What follows belongs to an exercise in optimizing a design on an open flow for small area, a short achievable clock period and few clock cycles; a production flow would make more cautious choices.
The RTL was checked by simulation tests, not by an equivalence proof against the original design.
Power figures rest on the tool's default switching activity, not on a simulated workload.

==> module LASER, before the edit <==
module LASER (
    input CLK,
    input RST,
    input [3:0] X,
    input [3:0] Y,
    output reg [3:0] C1X,
    output reg [3:0] C1Y,
    output reg [3:0] C2X,
    output reg [3:0] C2Y,
    output reg DONE
);
    reg [3:0] px [0:39];
    reg [4:0] yr [0:39];      
    reg [39:0] pm;            
    reg       run;            
    reg [5:0] in_cnt;
    reg [4:0] cyc;            
    reg       par;            
    reg [5:0] b_cnt;
    reg [3:0] b_x, b_y;
    wire rowcyc = run & (cyc <= 5'd11);
    wire mcyc   = run & (cyc == 5'd16);
    wire ecyc   = run & (cyc == 5'd15);
    wire clr    = run & (cyc == 5'd12);    
    wire last_in = ~run & (in_cnt == 6'd39);
    wire same = par ? (b_x == C1X && b_y == C1Y) : (b_x == C2X && b_y == C2Y);
    reg [4:0] delta;
    reg [4:0] delta_n;
    wire [3:0] b_y_n;         
    always @* begin
        if (RST)
            delta_n = 5'd0;
        else if (!run)
            delta_n = last_in ? 5'd1 : (in_cnt == 6'd38) ? 5'd2 : 5'd0;
        else if (cyc <= 5'd9 || cyc == 5'd16)
            delta_n = 5'd1;
        else if (cyc == 5'd14)
            delta_n = {1'b0, b_y_n} - 5'd13;
        else if (cyc == 5'd15)
            delta_n = same ? 5'd0 : 5'd2 - {1'b0, b_y};
        else
            delta_n = 5'd0;
    end
    always @(posedge CLK) delta <= delta_n;
    wire [11:0] colbit [0:39];
    wire [39:0] newmask;
    wire [11:0] bx_hot;
    genvar t, c;
    generate
        for (c = 0; c < 12; c = c + 1) begin : bh
            assign bx_hot[c] = (b_x == c + 2);
        end
        for (t = 0; t < 40; t = t + 1) begin : tg
            laser_tfun u_tf (.px(px[t]), .yr(yr[t]), .en(~pm[t]), .col(colbit[t]));
            assign newmask[t] = |(colbit[t] & bx_hot);
        end
    endgenerate
    reg [11-1:0] pa [0:11];
    reg [5:0] cnt [0:11];
    generate
        for (c = 0; c < 12; c = c + 1) begin : pc
            wire [39:0] bits;
            for (t = 0; t < 40; t = t + 1) begin : bb
                assign bits[t] = colbit[t][c];
            end
            wire [11-1:0] part;
            wire [5:0] sum;
            pc40_a u_a (.in(bits), .out(part));
            pc40_b u_b (.in(pa[c]), .out(sum));
            always @(posedge CLK) begin
                pa[c] <= part;
                cnt[c] <= sum;
            end
        end
    endgenerate
    reg [5:0] mc [0:2];
    reg [3:0] mx [0:2];
    generate
        for (c = 0; c < 3; c = c + 1) begin : am
            wire t0 = cnt[4*c+1] > cnt[4*c];
            wire [5:0] c0 = t0 ? cnt[4*c+1] : cnt[4*c];
            wire [1:0] x0 = t0 ? 2'd1 : 2'd0;
            wire t1 = cnt[4*c+3] > cnt[4*c+2];
            wire [5:0] c1 = t1 ? cnt[4*c+3] : cnt[4*c+2];
            wire [1:0] x1 = t1 ? 2'd3 : 2'd2;
            wire t2 = c1 > c0;
            always @(posedge CLK) begin
                mc[c] <= t2 ? c1 : c0;
                mx[c] <= (4*c + 2) + (t2 ? x1 : x0);
            end
        end
    endgenerate
    reg vB, vC, vD, fB, fC, fD;
    reg [3:0] rB, rC, rD;
    wire g01 = mc[1] > mc[0];
    wire g02 = mc[2] > mc[0];
    wire g12 = mc[2] > mc[1];
    wire w0 = (fD | (mc[0] > b_cnt)) & ~g01 & ~g02;
    wire w1 = (fD | (mc[1] > b_cnt)) & g01 & ~g12;
    wire w2 = (fD | (mc[2] > b_cnt)) & g02 & g12;
    wire take = vD & (w0 | w1 | w2);
    wire [5:0] rmc = w0 ? mc[0] : w1 ? mc[1] : mc[2];
    wire [3:0] rmx = w0 ? mx[0] : w1 ? mx[1] : mx[2];
    assign b_y_n = take ? rD : b_y;
    wire m00 = (Y == 4'd0 && X <= 4'd4) || (Y <= 4'd2 && X <= 4'd3) ||
               (Y == 4'd3 && X <= 4'd2) || (Y == 4'd4 && X == 4'd0);
    integer i;
    always @(posedge CLK) begin
        px[0] <= run ? px[39] : X;
        yr[0] <= (run ? yr[39] : {1'b0, Y}) - delta;
        pm[0] <= run ? (mcyc ? newmask[39] : pm[39] & ~clr) : m00;
        for (i = 1; i < 40; i = i + 1) begin
            px[i] <= px[i-1];
            yr[i] <= yr[i-1] - delta;
            pm[i] <= mcyc ? newmask[i-1] : pm[i-1] & ~clr;
        end
        vB <= rowcyc;
        fB <= (cyc == 5'd0);
        rB <= cyc[3:0] + 4'd2;
        vC <= vB; fC <= fB; rC <= rB;
        vD <= vC; fD <= fC; rD <= rC;
        if (take) begin
            b_cnt <= rmc;
            b_x <= rmx;
            b_y <= rD;
        end
        if (RST) begin
            run <= 1'b0;
            in_cnt <= 6'd0;
            DONE <= 1'b0;
        end else if (!run) begin
            DONE <= 1'b0;
            in_cnt <= in_cnt + 6'd1;
            if (last_in) begin
                in_cnt <= 6'd0;
                run <= 1'b1;
                cyc <= 5'd0;
                par <= 1'b0;
                C1X <= 4'd0;  C1Y <= 4'd0;
                C2X <= 4'd15; C2Y <= 4'd15;
            end
        end else begin
            cyc <= cyc + 5'd1;
            if (ecyc) begin
                par <= ~par;
                if (par) begin C1X <= b_x; C1Y <= b_y; end
                else     begin C2X <= b_x; C2Y <= b_y; end
                if (same) begin
                    DONE <= 1'b1;
                    run <= 1'b0;
                end
            end
            if (mcyc)
                cyc <= 5'd0;
        end
    end
endmodule
export LEC_CHECK = 0
export ABC_AREA = 1
export CAP_MARGIN = 30
export CORE_MARGIN = 2
export CORE_UTILIZATION = 40
export SETUP_SLACK_MARGIN = 5
export SLEW_MARGIN = 20
create_clock -name core_clock -period 10.0 [get_ports {CLK}]
run.sh (not shown) runs the stock make flow with config.mk's settings and CLKGATE_MAP_FILE= SYNTH_SCRIPT=/design/flow/synth_recipe.tcl, a recipe that flattens the netlist after the stock synthesis.
The baseline passed the timing, DRC and antenna checks.
Testbench counts at the start, summed over its fixed seeds: cycles 15,420.
==> next run, changes <==
--- a/flow/design.v
+++ b/flow/design.v
@@ -18,43 +18,37 @@
     reg       par;            
     reg [5:0] b_cnt;
     reg [3:0] b_x, b_y;
     wire rowcyc = run & (cyc <= 5'd11);
     wire mcyc   = run & (cyc == 5'd16);
     wire ecyc   = run & (cyc == 5'd15);
-    wire clr    = run & (cyc == 5'd12);    
     wire last_in = ~run & (in_cnt == 6'd39);
     wire same = par ? (b_x == C1X && b_y == C1Y) : (b_x == C2X && b_y == C2Y);
     reg [4:0] delta;
-    reg [4:0] delta_n;
-    wire [3:0] b_y_n;         
     always @* begin
-        if (RST)
-            delta_n = 5'd0;
-        else if (!run)
-            delta_n = last_in ? 5'd1 : (in_cnt == 6'd38) ? 5'd2 : 5'd0;
-        else if (cyc <= 5'd9 || cyc == 5'd16)
-            delta_n = 5'd1;
-        else if (cyc == 5'd14)
-            delta_n = {1'b0, b_y_n} - 5'd13;
+        if (!run)
+            delta = last_in ? 5'd2 : 5'd0;
+        else if (cyc <= 5'd10)
+            delta = 5'd1;
         else if (cyc == 5'd15)
-            delta_n = same ? 5'd0 : 5'd2 - {1'b0, b_y};
+            delta = {1'b0, b_y} - 5'd13;
+        else if (cyc == 5'd16)
+            delta = 5'd2 - {1'b0, b_y};
         else
-            delta_n = 5'd0;
+            delta = 5'd0;
     end
-    always @(posedge CLK) delta <= delta_n;
     wire [11:0] colbit [0:39];
     wire [39:0] newmask;
     wire [11:0] bx_hot;
     genvar t, c;
     generate
         for (c = 0; c < 12; c = c + 1) begin : bh
             assign bx_hot[c] = (b_x == c + 2);
         end
         for (t = 0; t < 40; t = t + 1) begin : tg
-            laser_tfun u_tf (.px(px[t]), .yr(yr[t]), .en(~pm[t]), .col(colbit[t]));
+            laser_tfun u_tf (.px(px[t]), .yr(yr[t]), .en(mcyc | ~pm[t]), .col(colbit[t]));
             assign newmask[t] = |(colbit[t] & bx_hot);
         end
     endgenerate
     reg [11-1:0] pa [0:11];
     reg [5:0] cnt [0:11];
     generate
@@ -87,35 +81,32 @@
             always @(posedge CLK) begin
                 mc[c] <= t2 ? c1 : c0;
                 mx[c] <= (4*c + 2) + (t2 ? x1 : x0);
             end
         end
     endgenerate
+    wire tk3 = mc[1] > mc[0];
+    wire [5:0] m3c = tk3 ? mc[1] : mc[0];
+    wire [3:0] m3x = tk3 ? mx[1] : mx[0];
+    wire tk4 = mc[2] > m3c;
+    wire [5:0] rmc = tk4 ? mc[2] : m3c;
+    wire [3:0] rmx = tk4 ? mx[2] : m3x;
     reg vB, vC, vD, fB, fC, fD;
     reg [3:0] rB, rC, rD;
-    wire g01 = mc[1] > mc[0];
-    wire g02 = mc[2] > mc[0];
-    wire g12 = mc[2] > mc[1];
-    wire w0 = (fD | (mc[0] > b_cnt)) & ~g01 & ~g02;
-    wire w1 = (fD | (mc[1] > b_cnt)) & g01 & ~g12;
-    wire w2 = (fD | (mc[2] > b_cnt)) & g02 & g12;
-    wire take = vD & (w0 | w1 | w2);
-    wire [5:0] rmc = w0 ? mc[0] : w1 ? mc[1] : mc[2];
-    wire [3:0] rmx = w0 ? mx[0] : w1 ? mx[1] : mx[2];
-    assign b_y_n = take ? rD : b_y;
+    wire take = vD & (fD | (rmc > b_cnt));
     wire m00 = (Y == 4'd0 && X <= 4'd4) || (Y <= 4'd2 && X <= 4'd3) ||
                (Y == 4'd3 && X <= 4'd2) || (Y == 4'd4 && X == 4'd0);
     integer i;
     always @(posedge CLK) begin
         px[0] <= run ? px[39] : X;
         yr[0] <= (run ? yr[39] : {1'b0, Y}) - delta;
-        pm[0] <= run ? (mcyc ? newmask[39] : pm[39] & ~clr) : m00;
+        pm[0] <= run ? (mcyc ? newmask[39] : pm[39]) : m00;
         for (i = 1; i < 40; i = i + 1) begin
             px[i] <= px[i-1];
             yr[i] <= yr[i-1] - delta;
-            pm[i] <= mcyc ? newmask[i-1] : pm[i-1] & ~clr;
+            pm[i] <= mcyc ? newmask[i-1] : pm[i-1];
         end
         vB <= rowcyc;
         fB <= (cyc == 5'd0);
         rB <= cyc[3:0] + 4'd2;
         vC <= vB; fC <= fB; rC <= rB;
         vD <= vC; fD <= fC; rD <= rC;
After rerunning: The changed run completed without violations; routed wire length came out higher by 7.3%; power came out higher by 2.4%; clock-buffer cell count came out lower by 1; sequential power hardly moves; worst setup slack degrades by 0.85 ns; die area came out higher by 1.8%.
Testbench counts after the change, summed over its fixed seeds: cycles 15,420.

-- afterwards: timing with drivers on the ports --
How much do the figures lean on ideal ports? The routed layouts below were timed once more, with nothing changed but the port constraints. Step 1: set_driving_cell puts a clkbuf_16 on CLK and a buf_2 on each other input, an assumption about the parent block. Step 2 adds t to the input delays and takes it off the output delays; t is the mean of the earliest and latest rising clock arrival at the registers after step 1. Input paths then give back, and output paths get back, about the clock's delay inside the block. a / b / c = ideal ports / drivers / drivers and shift; a / b = the first two.
run	t (ns)	setup slack, ns	worst setup path after step 2
the first run	0.783	6.053 / 6.053 / 5.605	input to register
the second run	0.784	5.204 / 5.204 / 5.204	register to register
After both steps every run listed still meets setup and hold. For the first run, which loses most, drivers alone change the setup slack by 0.000 ns; drivers and shift together by -0.448 ns.
